From an optimization exercise on the open Yosys and OpenROAD flow, aimed at a short achievable clock period and few clock cycles; shortcuts taken in it are not production practice. Function was checked by simulation only, so behaviour that the tests miss may differ from the original.

## old
==> flow/design.v <==
module top_module (
    input clk,
    input rst,
    output [18:0] imem_addr,
    input  [18:0] imem_rdata,
    output [8:0]  dmem_addr,
    input  [18:0] dmem_rdata,
    output [18:0] dmem_wdata,
    output        dmem_we,
    output        halt
);
    reg [18:0] pc;                  
    reg [18:0] pc_o;                
    reg [18:0] ir;                  
    reg [18:0] ir_pc1;              
    reg [18:0] win [1:10];
    reg [3:0]  w_cnt;
    reg        d_valid;
    reg        e_valid;             
    reg        e_wr;                
    reg [3:0]  e_rd;
    reg [4:0]  e_op;
    reg [18:0] e_a, e_b;
    reg        e_slow;              
    reg        e_first;             
    reg [8:0]  da;                  
    reg [18:0] dw;                  
    reg        we;                  
    reg        halt_r;
    reg        halt_o;              
    reg [18:0] ldr;                 
    reg [3:0]  w_rd;
    reg        w_valid;             
    reg        dv_busy;
    reg [2:0]  dv_cnt;
    reg [18:0] dv_r;
    reg [19:0] dv_n;
    reg [15:0] dv_q;
    reg [18:0] rf [0:15];
    integer i;
    reg [15:0] rf_ok;
    assign imem_addr  = pc_o;
    assign dmem_addr  = da;
    assign dmem_wdata = dw;
    assign dmem_we    = we;
    assign halt       = halt_o;
    wire [4:0] op  = ir[18:14];
    wire [3:0] rs1 = ir[13:10];
    wire [3:0] rs2 = ir[9:6];
    wire [3:0] rd  = ir[5:2];
    wire [5:0] imm = ir[5:0];
    wire d_alu  = (op <= 5'd9);
    wire d_ld   = (op == 5'd10);
    wire d_st   = (op == 5'd11);
    wire d_beq  = (op == 5'd12);
    wire d_bne  = (op == 5'd13);
    wire d_jmp  = (op == 5'd14) | (op == 5'd15);
    wire d_halt = (op == 5'd31);
    wire d_br   = d_beq | d_bne;
    wire d_wr   = d_alu | d_ld;
    wire [3:0] d_dst = d_ld ? rs2 : rd;
    wire d_slow = (op == 5'd2) | (op == 5'd3) | d_ld;
    wire [18:0] ea_v = e_a;
    wire [18:0] eb_v = e_b;
    wire [18:0] x_add = ea_v + eb_v;
    wire [18:0] x_sub = ea_v - eb_v;
    wire [18:0] x_inc = ea_v + 19'd1;
    wire [18:0] x_dec = ea_v - 19'd1;
    reg  [18:0] e_fast;             
    always @(*) begin
        case (e_op)
            5'd0: e_fast = x_add;
            5'd1: e_fast = x_sub;
            5'd4: e_fast = x_inc;
            5'd5: e_fast = x_dec;
            5'd6: e_fast = ea_v & eb_v;
            5'd7: e_fast = ea_v | eb_v;
            5'd8: e_fast = ea_v ^ eb_v;
            default: e_fast = ~ea_v;
        endcase
    end
    wire [18:0] x_mul = ea_v * eb_v;
    wire [22:0] bm [1:15];
    genvar gk;
    generate
        for (gk = 1; gk < 16; gk = gk + 1) begin : g_mult
            assign bm[gk] = eb_v * gk;
        end
    endgenerate
    function [3:0] therm;
        input [15:1] t;
        begin
            therm[3] = t[8];
            therm[2] = t[8] ? t[12] : t[4];
            therm[1] = t[8] ? (t[12] ? t[14] : t[10]) : (t[4] ? t[6] : t[2]);
            therm[0] = t[8] ? (t[12] ? (t[14] ? t[15] : t[13]) : (t[10] ? t[11] : t[9]))
                            : (t[4] ? (t[6] ? t[7] : t[5]) : (t[2] ? t[3] : t[1]));
        end
    endfunction
    wire [15:1] ge_f;
    generate
        for (gk = 1; gk < 16; gk = gk + 1) begin : g_fast
            assign ge_f[gk] = ({4'd0, ea_v} >= bm[gk]);
        end
    endgenerate
    wire [3:0] q_fast = therm(ge_f);
    wire b_zero  = (eb_v == 19'd0);
    wire big1 = !b_zero && (ea_v[18:4]  >= eb_v);
    wire big2 = !b_zero && (ea_v[18:8]  >= eb_v);
    wire big3 = !b_zero && (ea_v[18:12] >= eb_v);
    wire big4 = !b_zero && (ea_v[18:16] >= eb_v);
    wire dv_big  = big1;
    wire b_pow2  = !b_zero && ((eb_v & (eb_v - 19'd1)) == 19'd0);
    reg [18:0] q_shift;
    always @(*) begin
        q_shift = 19'd0;
        for (i = 0; i < 19; i = i + 1)
            if (eb_v[i]) q_shift = q_shift | (ea_v >> i);
    end
    reg  [22:0] dbm [1:15];
    wire [22:0] dv_x = {dv_r, dv_n[19:16]};
    wire [15:1] ge_e;
    wire [22:0] dif [0:15];
    assign dif[0] = dv_x;
    generate
        for (gk = 1; gk < 16; gk = gk + 1) begin : g_eng
            assign dif[gk]  = dv_x - dbm[gk];
            assign ge_e[gk] = (dv_x >= dbm[gk]);
        end
    endgenerate
    wire [3:0] q_eng = therm(ge_e);
    wire [18:0] r_eng = dif[q_eng][18:0];
    wire e_div   = (e_op == 5'd3);
    wire dv_start = e_valid && e_div && e_first && dv_big && !b_pow2;
    wire dv_last  = dv_busy && (dv_cnt == 3'd1);
    wire e_hold   = dv_start || (dv_busy && !dv_last);    
    reg [18:0] e_result;
    always @(*) begin
        case (e_op)
            5'd2:  e_result = x_mul;
            5'd3:  e_result = dv_busy ? {dv_q[14:0], q_eng} : b_pow2 ? q_shift : (b_zero ? 19'd0 : {15'd0, q_fast});
            default: e_result = e_fast;
        endcase
    end
    wire e_match1 = e_valid && e_wr && (e_rd == rs1);
    wire e_match2 = e_valid && e_wr && (e_rd == rs2);
    wire [18:0] rf1 = rf_ok[rs1] ? rf[rs1] : 19'd0;
    wire [18:0] rf2 = rf_ok[rs2] ? rf[rs2] : 19'd0;
    wire hz = e_valid && e_wr && e_slow &&
              (((d_ld | d_st | d_br) && (e_rd == rs1)) || (d_br && (e_rd == rs2)));
    wire w_match1 = w_valid && (w_rd == rs1);
    wire w_match2 = w_valid && (w_rd == rs2);
    wire [18:0] r1 = w_match1 ? ldr : rf1;
    wire [18:0] r2 = w_match2 ? ldr : rf2;
    wire [18:0] v1 = e_match1 ? e_fast : r1;
    wire [18:0] v2 = e_match2 ? e_fast : r2;
    wire e_ld    = e_valid && (e_op == 5'd10);
    wire [18:0] l1 = e_match1 ? e_result : r1;
    wire [18:0] l2 = e_match2 ? e_result : r2;
    wire ld1 = e_match1 && e_ld;
    wire ld2 = e_match2 && e_ld;
    wire stall   = d_valid && (hz || e_hold);
    wire go      = d_valid && !stall && !halt_r;
    wire cond    = (d_beq && (v1 == v2)) || (d_bne && (v1 != v2));
    wire taken   = go && d_br && cond && (imm != 6'd0);
    wire [18:0] target = ir_pc1 + {{13{imm[5]}}, imm};
    wire [18:0] target1 = ir_pc1 + {{13{imm[5]}}, imm} + 19'd1;
    wire [5:0]  back  = ~imm;
    wire [18:0] w_word = win[back[3:0]];
    wire w_hit   = imm[5] && (back >= 6'd1) && (back <= 6'd10) && ({2'd0, back} < {2'd0, w_cnt}) &&
                   (w_word[18:15] != 4'b0111);
    wire [18:0] redir_pc = w_hit ? target1 : target;
    wire [18:0] fi    = imem_rdata;
    wire [18:0] pc1   = pc + 19'd1;
    wire f_jmp  = (fi[18:15] == 4'b0111);
    wire accept = !halt_r && !d_stop && !taken && !stall;
    wire [18:0] pc_base = (halt_r || d_stop) ? pc : taken ? redir_pc : stall ? pc : pc1;
    wire [18:0] pc_next = (accept && f_jmp) ? {5'd0, fi[13:0]} : pc_base;
    wire [8:0]  ea = v1[8:0] + {3'd0, imm};
    wire d_stop  = go && d_halt;
    wire rf_we = e_valid && e_wr && !e_ld && !e_hold;
    always @(posedge clk or posedge rst) begin
        if (rst) begin
            rf_ok <= 16'd0;
        end else begin
            for (i = 0; i < 16; i = i + 1)
                if ((rf_we && e_rd == i) || (w_valid && w_rd == i))
                    rf_ok[i] <= 1'b1;
        end
    end
    always @(posedge clk) begin
        for (i = 0; i < 16; i = i + 1)
            if (rf_we && e_rd == i)
                rf[i] <= e_result;
            else if (w_valid && w_rd == i)
                rf[i] <= ldr;
    end
    always @(posedge clk or posedge rst) begin
        if (rst)
            w_valid <= 1'b0;
        else
            w_valid <= e_ld;
    end
    always @(posedge clk) begin
        ldr  <= dmem_rdata;
        w_rd <= e_rd;
    end
    always @(posedge clk or posedge rst) begin
        if (rst) begin
            pc      <= 19'd0;
            d_valid <= 1'b0;
            halt_r  <= 1'b0;
        end else begin
            pc <= pc_next;
            if (halt_r || d_stop) begin
                halt_r  <= 1'b1;
                d_valid <= 1'b0;
            end else if (taken) begin
                d_valid <= w_hit;
            end else if (!stall) begin
                d_valid <= 1'b1;
            end
        end
    end
    wire w_seq = (pc == ir_pc1);
    always @(posedge clk) begin
        if (taken && w_hit) begin
            ir      <= w_word;
            ir_pc1  <= target1;
        end else if (!stall) begin
            ir      <= fi;
            ir_pc1  <= pc1;
            if (w_seq) begin
                win[1] <= ir;
                for (i = 2; i <= 10; i = i + 1) win[i] <= win[i-1];
            end
        end
    end
    always @(posedge clk or posedge rst) begin
        if (rst)
            w_cnt <= 4'd0;
        else if (taken && w_hit)
            w_cnt <= 4'd1;
        else if (!stall)
            w_cnt <= (w_seq && w_cnt != 4'd0) ? ((w_cnt == 4'd11) ? 4'd11 : w_cnt + 4'd1) : 4'd1;
    end
    always @(posedge clk)
        pc_o <= rst ? 19'd0 : pc_next;
    always @(posedge clk) begin
        we     <= go && d_st;
        halt_o <= halt_r || d_stop;
    end
    always @(posedge clk or posedge rst) begin
        if (rst) begin
            e_valid <= 1'b0;
            e_wr    <= 1'b0;
            e_first <= 1'b0;
        end else if (e_hold) begin
            e_first <= 1'b0;
        end else begin
            e_valid <= go;
            e_wr    <= go && d_wr;
            e_first <= 1'b1;
        end
    end
    always @(posedge clk) begin
        if (!e_hold) begin
            e_rd   <= d_dst;
            e_op   <= op;
            e_slow <= d_slow;
            e_a    <= ld1 ? dmem_rdata : l1;
            e_b    <= ld2 ? dmem_rdata : l2;
        end
        da <= ea;
        dw <= ld2 ? dmem_rdata : l2;
    end
    always @(posedge clk or posedge rst) begin
        if (rst) begin
            dv_busy <= 1'b0;
            dv_cnt  <= 3'd0;
        end else if (dv_start) begin
            dv_busy <= 1'b1;
            dv_cnt  <= big4 ? 3'd5 : big3 ? 3'd4 : big2 ? 3'd3 : 3'd2;
        end else if (dv_busy) begin
            dv_busy <= !dv_last;
            dv_cnt  <= dv_cnt - 3'd1;
        end
    end
    always @(posedge clk) begin
        if (dv_start) begin
            dv_q <= 16'd0;
            if (big4) begin
                dv_r <= 19'd0;
                dv_n <= {1'b0, ea_v};
            end else if (big3) begin
                dv_r <= {16'd0, ea_v[18:16]};
                dv_n <= {ea_v[15:0], 4'd0};
            end else if (big2) begin
                dv_r <= {12'd0, ea_v[18:12]};
                dv_n <= {ea_v[11:0], 8'd0};
            end else begin
                dv_r <= {8'd0, ea_v[18:8]};
                dv_n <= {ea_v[7:0], 12'd0};
            end
            for (i = 1; i < 16; i = i + 1) dbm[i] <= bm[i];
        end else if (dv_busy) begin
            dv_r <= r_eng;
            dv_n <= {dv_n[15:0], 4'd0};
            dv_q <= {dv_q[11:0], q_eng};
        end
    end
endmodule
Settings: LEC_CHECK=0, CAP_MARGIN=40, CORE_MARGIN=2, CORE_UTILIZATION=60, CTS_CLUSTER_DIAMETER=100, CTS_CLUSTER_SIZE=20, SLEW_MARGIN=40; clock period 38.5 ns.
standard.sh (not shown) runs the stock make flow with config.mk's settings and CLKGATE_MAP_FILE= SYNTH_SCRIPT=/design/flow/synth_recipe.tcl, a recipe that flattens the netlist after the stock synthesis.
==> flow/flow/run.sh <==
#!/bin/bash
# The standard layout (the standard.sh, unchanged synthesis), with repair_timing
# asked to leave 30.0 ns of setup slack so that it keeps working on timing.
set -euo pipefail
bash standard.sh SETUP_SLACK_MARGIN=30.0 finish > standard_flow.log 2>&1
Testbench counts of old, summed over its fixed seeds: cycles 56,093.
Input changes introduced in new (baseline for comparison: old):
--- a/flow/design.v
+++ b/flow/design.v
@@ -146,9 +146,9 @@
     wire e_match2 = e_valid && e_wr && (e_rd == rs2);
     wire [18:0] rf1 = rf_ok[rs1] ? rf[rs1] : 19'd0;
     wire [18:0] rf2 = rf_ok[rs2] ? rf[rs2] : 19'd0;
     wire hz = e_valid && e_wr && e_slow &&
-              (((d_ld | d_st | d_br) && (e_rd == rs1)) || (d_br && (e_rd == rs2)));
+              (((d_ld | d_st | d_br) && (e_rd == rs1)) || ((d_br | (d_st & e_ld)) && (e_rd == rs2)));
     wire w_match1 = w_valid && (w_rd == rs1);
     wire w_match2 = w_valid && (w_rd == rs2);
     wire [18:0] r1 = w_match1 ? ldr : rf1;
     wire [18:0] r2 = w_match2 ? ldr : rf2;
@@ -271,9 +271,9 @@
             e_a    <= ld1 ? dmem_rdata : l1;
             e_b    <= ld2 ? dmem_rdata : l2;
         end
         da <= ea;
-        dw <= ld2 ? dmem_rdata : l2;
+        dw <= l2;
     end
     always @(posedge clk or posedge rst) begin
         if (rst) begin
             dv_busy <= 1'b0;
## What came out
- Between old and new, the area after synthesis figures differ only marginally.
- new vs old: total of plain and repair buffers excluding clock buffers up by a few percent
- Going from old to new, fraction of synthesized cell area in xor and xnor cells did not really move, total routing resource utilization after global routing went up, placed standard-cell area did not really move.
Testbench counts of new, summed over its fixed seeds: cycles 56,127.

==> static timing again, ports no longer ideal <==
In the flow no input, the clock included, has a driving cell. The finished layouts below were timed again as built, in two steps. Step 1: set_driving_cell puts a clkbuf_16 on clk and a buf_2 on each other input, an assumption about the parent block. Step 2 adds t to the input delays and takes it off the output delays; t is the mean of the earliest and latest rising clock arrival at the registers after step 1. Input paths then give back, and output paths get back, about the clock's delay inside the block. Three values: no drivers, after step 1, after step 2; two values: the first two.
| run | shift t [ns] | setup WS [ns] | hold slack, ns | cell pins on the clock port's net |
|---|---|---|---|---|
| old | 0.836 | 29.462 / 29.372 / 29.315 | 0.448 / 0.448 / 0.448 | 1 |
| new | 0.829 | 29.573 / 29.484 / 29.319 | 0.429 / 0.429 / 0.429 | 1 |
After both steps setup and hold are still met in every run listed. For new, which loses most, drivers alone change the setup slack by -0.089 ns; drivers and shift together by -0.254 ns.
